From an optimization exercise on the open Yosys and OpenROAD flow, aimed at small area; shortcuts taken in it are not production practice.
In this exercise RTL edits were held to simulation tests only and were not proved equivalent to the original.
Power figures rest on the tool's default switching activity, not on a simulated workload.

## design.v

```verilog
module uart_core (
    input            I_CLK,
    input            I_RESETN,    
    input            I_TX_EN,     
    input      [2:0] I_WADDR,
    input      [7:0] I_WDATA,
    input            I_RX_EN,     
    input      [2:0] I_RADDR,
    output     [7:0] O_RDATA,
    input            SIN,
    output           RxRDYn,      
    output           SOUT,
    output           TxRDYn       
);
    localparam BIT_CLKS  = 2812;
    localparam HALF_CLKS = 1406;
    reg        rx_s1, rx_s2;      
    reg [1:0]  rx_phase;          
    reg [11:0] rx_cnt;
    reg [2:0]  rx_bit;
    reg [7:0]  rx_shift;
    reg [7:0]  rx_buf;
    reg        rx_ready;
    always @(posedge I_CLK) begin
        if (!I_RESETN) begin
            rx_s1    <= 1'b1;
            rx_s2    <= 1'b1;
            rx_phase <= 2'd0;
            rx_cnt   <= 12'd0;
            rx_bit   <= 3'd0;
            rx_shift <= 8'd0;
            rx_buf   <= 8'd0;
            rx_ready <= 1'b0;
        end else begin
            rx_s1 <= SIN;
            rx_s2 <= rx_s1;
            if (I_RX_EN && I_RADDR == 3'd0)
                rx_ready <= 1'b0;
            case (rx_phase)
                2'd0: begin
                    rx_cnt <= 12'd0;
                    if (!rx_s2)
                        rx_phase <= 2'd1;
                end
                2'd1: begin
                    if (rx_cnt == HALF_CLKS - 1) begin
                        rx_cnt <= 12'd0;
                        rx_bit <= 3'd0;
                        rx_phase <= rx_s2 ? 2'd0 : 2'd2;
                    end else begin
                        rx_cnt <= rx_cnt + 12'd1;
                    end
                end
                2'd2: begin
                    if (rx_cnt == BIT_CLKS - 1) begin
                        rx_cnt <= 12'd0;
                        rx_shift <= {rx_s2, rx_shift[7:1]};
                        rx_bit <= rx_bit + 3'd1;
                        if (rx_bit == 3'd7)
                            rx_phase <= 2'd3;
                    end else begin
                        rx_cnt <= rx_cnt + 12'd1;
                    end
                end
                default: begin
                    if (rx_cnt == BIT_CLKS - 1) begin
                        rx_cnt <= 12'd0;
                        rx_phase <= 2'd0;
                        if (rx_s2) begin
                            rx_buf <= rx_shift;
                            rx_ready <= 1'b1;
                        end
                    end else begin
                        rx_cnt <= rx_cnt + 12'd1;
                    end
                end
            endcase
        end
    end
    assign O_RDATA = rx_buf;
    assign RxRDYn  = ~rx_ready;
    reg        tx_busy;
    reg [11:0] tx_cnt;
    reg [3:0]  tx_bit;
    reg [9:0]  tx_shift;
    always @(posedge I_CLK) begin
        if (!I_RESETN) begin
            tx_busy  <= 1'b0;
            tx_cnt   <= 12'd0;
            tx_bit   <= 4'd0;
            tx_shift <= 10'h3ff;
        end else if (!tx_busy) begin
            if (I_TX_EN && I_WADDR == 3'd0) begin
                tx_busy  <= 1'b1;
                tx_cnt   <= 12'd0;
                tx_bit   <= 4'd0;
                tx_shift <= {1'b1, I_WDATA, 1'b0};
            end
        end else begin
            if (tx_cnt == BIT_CLKS - 1) begin
                tx_cnt   <= 12'd0;
                tx_shift <= {1'b1, tx_shift[9:1]};
                tx_bit   <= tx_bit + 4'd1;
                if (tx_bit == 4'd9)
                    tx_busy <= 1'b0;
            end else begin
                tx_cnt <= tx_cnt + 12'd1;
            end
        end
    end
    assign SOUT   = tx_busy ? tx_shift[0] : 1'b1;
    assign TxRDYn = tx_busy;
endmodule
module pwm (
  input wire clk,
  input wire rst,
  input wire up,
  input wire down,
  input wire [2:0] state_desired,
  input wire uart_command_valid,
  output reg target_reached,
  output reg [7:0] current_state_msg,
  output wire moving,
  output reg pwm
  );
  parameter size_counter = 25;  
  parameter max_count = 2**25;  
  parameter cycle_count = 539_999;  
  parameter duty_count = 53_999; 
  reg [size_counter:0] prev_count_cycle;
  reg [size_counter:0] count_cycle;
  reg [size_counter:0] count_duty;
  reg [size_counter:0] duty_count_reg;
  reg cycle_flag;
  reg value;
  reg up_prev;
  reg down_prev;
  reg [25:0] target_position;
  reg [17:0] increment_timer;      
  reg start_movement;              
  reg movement_active;             
  reg uart_command_valid_prev;     
  reg [7:0] current_state_reg;
  localparam auto_increment = 45;               
  localparam timer_5ms = 135_000;               
  localparam idle_count = 21_499,  
             preload_count = 12_499,  
             load_count = 21_499,  
             delivery_count = 37_999,  
             top_count = 42_999,  
             increment_count = 1000,
             decrement_count = 1000;
  localparam IDLE = 3'b001,
             PRELOAD = 3'b010,
             LOAD = 3'b011,
             DELIVERY = 3'b100,
             TOP = 3'b101,
             INCREMENT = 3'b110,
             DECREMENT = 3'b111;
  assign moving = movement_active;
  always @(posedge clk) begin
    if (rst) begin
      up_prev <= 0;
      down_prev <= 0;
      uart_command_valid_prev <= 0;
      start_movement <= 0;
      target_position <= idle_count;
      current_state_reg <= "I";
    end else begin
      up_prev <= up;
      down_prev <= down;
      uart_command_valid_prev <= uart_command_valid;
      start_movement <= 0;   
      if (uart_command_valid && !uart_command_valid_prev && !moving) begin
          case (state_desired)
              IDLE: begin
                  target_position <= idle_count;
                  current_state_reg <= "I";
                  start_movement <= 1;
              end
              PRELOAD: begin
                  target_position <= preload_count;
                  current_state_reg <= "P";
                  start_movement <= 1;
              end
              LOAD: begin
                  target_position <= load_count;
                  current_state_reg <= "L";
                  start_movement <= 1;
              end
              DELIVERY: begin
                  target_position <= delivery_count;
                  current_state_reg <= "E";
                  start_movement <= 1;
              end
              TOP: begin
                  target_position <= top_count;
                  current_state_reg <= "T";
                  start_movement <= 1;
              end
              INCREMENT: begin
                  if (target_position + increment_count <= top_count) begin
                      target_position <= target_position + increment_count;
                      current_state_reg <= "U";
                      start_movement <= 1;
                  end
              end
              DECREMENT: begin
                  if (target_position >= preload_count + decrement_count) begin
                      target_position <= target_position - decrement_count;
                      current_state_reg <= "D";
                      start_movement <= 1;
                  end
              end
              default: begin
              end
          endcase
      end else if (!moving && !uart_command_valid) begin
          if (up && !up_prev) begin
            if (target_position + increment_count <= top_count) begin
                target_position <= target_position + increment_count;
                current_state_reg <= "U";
                start_movement <= 1;
            end
          end
          if (down && !down_prev) begin
            if (target_position >= preload_count + decrement_count) begin
              target_position <= target_position - decrement_count;
              current_state_reg <= "D";
              start_movement <= 1;
            end
          end
      end 
    end
  end  
  always @(posedge clk) begin
    if (rst) begin
      target_reached <= 0;
      movement_active <= 0;
      increment_timer <= 0;
      duty_count_reg <= idle_count;
      current_state_msg <= "I";
    end else begin
      target_reached <= 0;   
      if (start_movement) begin
          movement_active <= 1;
          increment_timer <= 0;
      end
      else if (movement_active) begin
          if (increment_timer >= timer_5ms) begin
              increment_timer <= 0;
              if (duty_count_reg < target_position) begin
                  if ((target_position - duty_count_reg) >= auto_increment) begin
                      duty_count_reg <= duty_count_reg + auto_increment;
                  end else begin
                      duty_count_reg <= target_position;   
                      movement_active <= 0;
                      target_reached <= 1;   
                      current_state_msg <= current_state_reg;
                  end
              end else if (duty_count_reg > target_position) begin
                  if ((duty_count_reg - target_position) >= auto_increment) begin
                      duty_count_reg <= duty_count_reg - auto_increment;
                  end else begin
                      duty_count_reg <= target_position;   
                      movement_active <= 0;
                      target_reached <= 1;   
                      current_state_msg <= current_state_reg;
                  end
              end else begin
                  movement_active <= 0;   
                  target_reached <= 1;    
                  current_state_msg <= current_state_reg;
              end
          end else begin
              increment_timer <= increment_timer + 1;
          end
      end else begin
          increment_timer <= 0;
      end
    end
  end
  always @ (posedge clk ) begin  
    if (rst) begin
      count_cycle <= { (size_counter+1) {1'b0} };
      prev_count_cycle <= { (size_counter+1) {1'b0} };
      cycle_flag <= 1'b0;
    end else begin
    count_cycle <= count_cycle + 1'b1;
    if ( ( (count_cycle - prev_count_cycle) + max_count ) % max_count >= cycle_count ) begin
      cycle_flag <= 1'b1;
      prev_count_cycle <= count_cycle;
    end else begin
      cycle_flag <= 1'b0;
    end
    end
  end
  always @ (posedge clk) begin  
    if (rst) begin
      count_duty <= { (size_counter+1) {1'b0} };
      value = 1'b0;
    end else begin
    if(cycle_flag) begin 
      count_duty <= { (size_counter+1) {1'b0} };  
    end else begin
      count_duty <= count_duty + 1'b1;
    end
    if (count_duty < duty_count_reg ) begin
      value = 1'b1;
    end else begin
      value = 1'b0;
    end
    end
  end
  always @ ( * ) begin  
    pwm <= value; 
  end
endmodule
module uart (
    input clk,          
    input rst,          
    input rx,           
    input target_reached,   
    input [7:0] current_state_msg,   
    output tx,          
    output reg [2:0] state_desired,   
    output reg command_valid          
);
    reg reset_n;
    reg [7:0] reset_counter;
    always @(posedge clk) begin
        if (rst) begin
            reset_counter <= 0;
            reset_n <= 0;
        end else if (reset_counter < 100) begin
            reset_counter <= reset_counter + 1;
            reset_n <= 0;
        end else begin
            reset_n <= 1;
        end
    end
    reg tx_en;                  
    reg [2:0] waddr;            
    reg [7:0] wdata;            
    reg rx_en;                  
    reg [2:0] raddr;            
    wire [7:0] rdata;           
    wire rx_rdy_n;              
    wire tx_rdy_n;              
    reg [2:0] tx_state;
    reg [1:0] tx_pending;       
    reg [3:0] rx_state;
    localparam IDLE = 3'b001,
             PRELOAD = 3'b010,
             LOAD = 3'b011,
             DELIVERY = 3'b100,
             TOP = 3'b101,
             INCREMENT = 3'b110,
             DECREMENT = 3'b111;
    localparam timer_100ms = 2700000;   
    reg [21:0] timer_count_reg;         
    reg target_reached_prev;
    uart_core uart_master(
        .I_CLK(clk),               
        .I_RESETN(reset_n & ~rst),  
        .I_TX_EN(tx_en),           
        .I_WADDR(waddr),           
        .I_WDATA(wdata),           
        .I_RX_EN(rx_en),           
        .I_RADDR(raddr),           
        .O_RDATA(rdata),           
        .SIN(rx),                  
        .RxRDYn(rx_rdy_n),         
        .SOUT(tx),                 
        .TxRDYn(tx_rdy_n)          
    );
    always @(posedge clk) begin
        if (rst) begin
            tx_en <= 0;
            rx_en <= 0;
            waddr <= 0;
            wdata <= 0;
            raddr <= 0;
            tx_state <= 0;
            tx_pending <= 0;
            rx_state <= 0;
            state_desired <= IDLE;
            command_valid <= 0;
            timer_count_reg <= 0;
            target_reached_prev <= 0;
        end else if (!reset_n) begin
            timer_count_reg <= 0;
            tx_pending <= 0;
            target_reached_prev <= 0;
        end else begin
            if (timer_count_reg >= timer_100ms) begin
                timer_count_reg <= 0;
                if (tx_pending == 0) begin
                    tx_pending <= 2'b11;   
                end
            end else begin
                timer_count_reg <= timer_count_reg + 1;
            end
            target_reached_prev <= target_reached;
            if (target_reached && !target_reached_prev) begin
                if (tx_pending == 0 || tx_pending == 2'b11) begin
                    tx_pending <= 2'b10;  
                end
            end
            case (tx_state)
                0: begin   
                    if (tx_pending != 0 && !tx_rdy_n) begin
                        tx_state <= 1;
                    end
                end
                1: begin   
                    case (tx_pending)
                        2'b01: wdata <= "A";                     
                        2'b10: wdata <= "R";                     
                        2'b11: wdata <= current_state_msg;       
                        default: wdata <= "?";                   
                    endcase
                    waddr <= 3'b000;   
                    tx_en <= 1;
                    tx_state <= 2;
                end
                2: begin   
                    tx_en <= 0;
                    if (!tx_rdy_n) begin
                        tx_pending <= 0;   
                        tx_state <= 0;
                    end
                end
                default: tx_state <= 0;
            endcase
            command_valid <= 0;   
            case (rx_state)
                0: begin   
                    raddr <= 3'b000;   
                    rx_en <= 1;
                    if (!rx_rdy_n) begin   
                        rx_state <= 1;
                    end
                end               
                1: begin   
                    rx_en <= 0;
                    case (rdata)
                       "i": begin   
                            state_desired <= IDLE;
                            command_valid <= 1;
                            if (tx_pending == 0 || tx_pending == 2'b11) begin
                                tx_pending <= 2'b01;
                            end
                        end
                        "p": begin   
                            state_desired <= PRELOAD;
                            command_valid <= 1;
                            if (tx_pending == 0 || tx_pending == 2'b11) begin
                                tx_pending <= 2'b01;
                            end
                        end
                       "l": begin   
                            state_desired <= LOAD;
                            command_valid <= 1;
                            if (tx_pending == 0 || tx_pending == 2'b11) begin
                                tx_pending <= 2'b01;
                            end
                        end
                        "t": begin   
                            state_desired <= TOP;
                            command_valid <= 1;
                            if (tx_pending == 0 || tx_pending == 2'b11) begin
                                tx_pending <= 2'b01;
                            end
                        end
                        "e": begin   
                            state_desired <= DELIVERY;
                            command_valid <= 1;
                            if (tx_pending == 0 || tx_pending == 2'b11) begin
                                tx_pending <= 2'b01;
                            end
                        end
                        "u": begin   
                            state_desired <= INCREMENT;
                            command_valid <= 1;
                            if (tx_pending == 0 || tx_pending == 2'b11) begin
                                tx_pending <= 2'b01;
                            end
                        end
                        "d": begin   
                            state_desired <= DECREMENT;
                            command_valid <= 1;
                            if (tx_pending == 0 || tx_pending == 2'b11) begin
                                tx_pending <= 2'b01;
                            end
                        end
                        default: begin
                        end
                    endcase
                    rx_state <= 0;   
                end
                default: rx_state <= 0;
            endcase
        end
    end
endmodule
module top (
    input wire clk,           
    input wire rst,           
    input wire up,            
    input wire down,          
    input wire rx,            
    output wire tx,           
    output wire pwm           
);
    wire [2:0] state_desired;
    wire uart_command_valid;
    wire target_reached;
    wire [7:0] current_state_msg;
    pwm pwm_inst (
        .clk(clk),
        .rst(rst),
        .up(up),
        .down(down),
        .state_desired(state_desired),
        .uart_command_valid(uart_command_valid),
        .target_reached(target_reached),
        .current_state_msg(current_state_msg),
        .moving(),   
        .pwm(pwm)
    );
    uart uart_inst (
        .clk(clk),
        .rst(rst),
        .rx(rx),
        .target_reached(target_reached),
        .tx(tx),
        .state_desired(state_desired),
        .current_state_msg(current_state_msg),
        .command_valid(uart_command_valid)
    );
endmodule
```

## run.sh

```bash
#!/bin/bash
# synth_recipe.tcl (not shown) runs the flow's synth.tcl, then flattens the netlist and writes it again
# the make line also repeats each setting of config.mk as NAME=value (left out here)
make -C /OpenROAD-flow-scripts/flow DESIGN_CONFIG=/design/flow/config.mk WORK_HOME=/design/flow/orfs CLKGATE_MAP_FILE= SYNTH_SCRIPT=/design/flow/synth_recipe.tcl finish
```

## config.mk

```make
export PLATFORM = sky130hd
export DESIGN_NAME = top
export DESIGN_NICKNAME = top
export VERILOG_FILES = /design/flow/design.v
export SDC_FILE = /design/flow/constraint.sdc
export NUM_CORES = 4
export LEC_CHECK = 0
export CAP_MARGIN = 20
export CORE_MARGIN = 2
export CORE_UTILIZATION = 40
export PLACE_DENSITY = 0.6
export SLEW_MARGIN = 20
```

## constraint.sdc

```tcl
create_clock -name core_clock -period 20.0 [get_ports {clk}]
set_input_delay 4.0000 -clock core_clock [delete_from_list [all_inputs] [get_ports {clk}]]
set_output_delay 4.0000 -clock core_clock [all_outputs]
set_load 0.01 [all_outputs]
```

==> run notes <==
[cells by family (layout without fill, tap and decap cells)]
family | count (synthesis) | count (layout)
buf+inv | 266 | 210
mux | 54 | 54
xor+xnor | 152 | 152
simple gates | 1085 | 1085
flops | 282 | 282
fa+ha+maj | 130 | 130
compound gates | 748 | 748
[worst register-to-register path, stage by stage, from the launching register on]
cell	delay, ns
dfxtp_1	0.75
inv_1	0.39
ha_1	0.67
nand4_1	0.37
o31ai_1	0.66
a21boi_0	0.23
xnor2_1	0.18
or4_1	0.60
or4_4	0.61
nand2_1	0.66
o21ai_0	0.46
o21ai_0	0.26
a21oi_1	0.10
[power by group]
group	internal, uW	total [uW]	leakage [uW]	switching [uW]
Clock	392	641	0.000583	249
Combinational	213	610	0.00548	398
Sequential	573	587	0.00228	14.1
Total	1180	1840	0.00835	661
[metrics by stage]
step	cells	instance area [um^2]	setup WS (ns)	hold WS [ns]	power, uW
finish	3333	22000	13.90	0.408	1840
global route	3333	22000	13.81	0.454	1920
CTS	3333	22000	14.01	0.414	1840
detailed placement	3272	20800	13.70	0.400	1190
global placement	3272	20800	13.80	0.400	1190
floorplan	2717	20400	14.77	0.386	1050
[placed cells by master, fill, tap and decap left out, types with 29 or more instances in the layout]
cell type and count:
nand4_1 51, nor2b_1 29, ha_1 127, nor2_1 321, clkbuf_16 34, nor3_1 73, o21ai_0 155, mux2i_1 50
a211oi_1 32, a21o_1 38, a31oi_1 37, inv_1 123, a21oi_1 232, nand2_1 256, xnor2_1 78, o211ai_1 33
dfxtp_1 282, xor2_1 74, nand3_1 119, and3_1 45, nand2b_1 35
[final cells by class]
| type | count | share of cell area |
|---|---|---|
| clock buffers | 48 | 0.0457 |
| clock inverters | 13 | 0.00804 |
| inverters | 124 | 0.0212 |
| multi-input cells | 2169 | 0.621 |
| flip-flops and latches | 282 | 0.257 |
| well taps | 672 | 0.0383 |
| repair buffers | 25 | 0.00912 |
[path summary, 6_finish.rpt]
kind         slack, ns                                      start  cells past startpoint                                endpoint
max reg2reg      13.90  pwm_inst.target_position[13]$_SDFFE_PP0P_                     12     pwm_inst.movement_active$_SDFF_PP0_
min reg2reg       0.41     uart_inst.uart_master.rx_s1$_SDFF_PN1_                      1  uart_inst.uart_master.rx_s2$_SDFF_PN1_
max              13.90  pwm_inst.target_position[13]$_SDFFE_PP0P_                     12     pwm_inst.movement_active$_SDFF_PP0_
min               0.41     uart_inst.uart_master.rx_s1$_SDFF_PN1_                      1  uart_inst.uart_master.rx_s2$_SDFF_PN1_
[metal layers]
metal,global-route usage,routed length [um]
met1,0.306,28100
met2,0.354,26900
met3,0.0293,3930
met4,0.0970,2600
met5,0,0
==> flow_summary_export.csv <==
group,metric,value,unit
sta,fmax,0.164,GHz
sta,finalHoldViolCount,0,
global_routing,grt_first_pass_wirelength,98.0,mm
job,drv_cap,0,
global_routing,grt_antenna_before_repair,0,
die,io_pins,7,
worst_setup_path,end_kind,"flop",
worst_setup_path,crit_top_cell,"o21ai_0",
logic_synthesis,synth_commonest_cells,"nor2_1 (322), dfxtp_1 (282), nand2_1 (256), a21oi_1 (232), o21ai_0 (155)",
logic_synthesis,synth_area_per_cell,7.50,um^2
global_routing,gr-total-overflow,0,
sta,rsz0062_at_grt,"no",
logic_synthesis,yosys.area_share.simple,0.258,
die,coreArea,50300,um^2
min_path,holdCritPathClass,"flop to flop",
die,die_x,230,um
detailed_routing,wl_per_cell,18.4,um
clocking,cts-hold-fix-buffers,0,
clocking,cts_root_buffer,"clkbuf_16",
logic_synthesis,synthXorXnorAreaFrac,0.0653,
detailed_routing,drt_iter0_markers,1977,
pwr,power.density,83.7,nW/um^2
sta,setup-tns-final,0,ns
finish,n_antenna_cell,0,
clocking,cts-buffers-inserted,34,
clocking,numClockSinks,282,
clocking,postCtsSetupBuffers,0,
finish,multi_input_area,13600,um^2
detailed_routing,drt-total-wl,61.5,mm
finish,final-seq-area,5650,um^2
logic_synthesis,synth_fp_nets,2852,
logic_synthesis,muxShareOfSynthArea,0.0268,
detailed_routing,drcViolationCount,0,
logic_synthesis,synth_top_area_frac,0.277,
finish,fillers,5120,
finish,area.growth.synth_to_final,7.75,%
logic_synthesis,netlist_area,20400,um^2
finish,final_nets,2771,
sta,relSlewSlack,0.298,
clocking,htreeDepth,2,
worst_setup_path,cp_max_fo,20,
logic_synthesis,yosysMostFrequentCell,"nor2_1",
clocking,clkLatencyLatePin,0.55,ns
detailed_routing,via_count,19900,
global_routing,grt_max_degree,80,
finish,final_core_util,0.437,
pwr,power_leakage,0.00835,uW
sta,worst_slew_pin_slew,1.03,ns
logic_synthesis,ys_seq_area_frac,0.277,
logic_synthesis,yosys_register_bits,282,
worst_setup_path,path_cells,"inv_1 > ha_1 > nand4_1 > o31ai_1 > a21boi_0 > xnor2_1 > or4_1 > or4_4 > nand2_1 > o21ai_0 > o21ai_0 > a21oi_1",
detailed_routing,final_antenna_net_count,0,
clocking,ctsResizeCount,0,
worst_setup_path,path_buf_inv,1,
sta,setup_viol,0,
detailed_routing,drt_first_pass_iters,6,
worst_setup_path,worstSetupPathType,"flop to flop",
sta,fin_worst_skew,0.0269,ns
global_routing,grt_usage,0.224,
logic_synthesis,synthAdderAreaFrac,0.0809,
worst_setup_path,cp-start-kind,"flop",
logic_synthesis,synth_top_family_by_area,"simple AND/OR/NAND/NOR gates",
logic_synthesis,synth_edf_count,0,
placement,finalWeightedCongestion,1.08,
clocking,cts.clk_slew.worst_paths,0.06,ns
finish,drive_above_1_share,0.0526,
worst_setup_path,crit_path_top_delay_cell,"dfxtp_1",
logic_synthesis,syn_inst,2717,
placement,dp_hpwl,45.7,mm
die,die-area,52800,um^2
run_status,status,"no timing/DRC/antenna violations",
logic_synthesis,synth_compound_area_frac,0.237,
clocking,cts_tree,"yes",
worst_setup_path,crit_required,20.38,ns
worst_setup_path,cp_data_arrival_time,6.48,ns
logic_synthesis,yosys_warnings,3,
detailed_routing,routed_via_density,5.97,
logic_synthesis,synthArstFlopShare,0,
sta,maxSlewViolCount,0,
logic_synthesis,ys_types,99,
sta,period_needed,6.10,ns
placement,portBuffers,6,
die,start_util,0.405,
pwr,vdd_drop_max,0.0000609,V
logic_synthesis,yosysTopAreaCell,"dfxtp_1",
worst_setup_path,slowest_delay,0.75,ns
logic_synthesis,synthTopCellsByArea,"dfxtp_1 (28%), ha_1 (7.8%), nor2_1 (5.9%)",
clocking,cts_buffer_depth,3,
global_routing,first_global_vias,18400,
die,placementRows,82,
worst_setup_path,crit_family,"simple AND/OR/NAND/NOR gates",
die,die_h,230,um
sta,fin_crit_sh,0.305,
logic_synthesis,synthFlopType,"dfxtp_1",

==> static timing again, ports no longer ideal <==
In the flow no input, the clock included, has a driving cell. The finished layout below was timed again as built, in two steps.
Step 1 assumes that a clkbuf_16 drives the clock port and a buf_2 every other input.
Step 2 adds t to the input delays and takes it off the output delays; t is the mean of the earliest and latest rising clock arrival at the registers after step 1. Input paths then give back, and output paths get back, about the clock's delay inside the block.
Three values: ideal ports, drivers, drivers and shift; two values: the first two.
t, ns: 0.584
slack for setup (ns): 13.905 / 13.905 / 13.591
worst hold slack (ns): 0.408 / 0.408 / 0.408
After both steps setup and hold are still met in this run. The setup slack of this run moves by 0.000 ns with the drivers and by -0.314 ns with both steps.
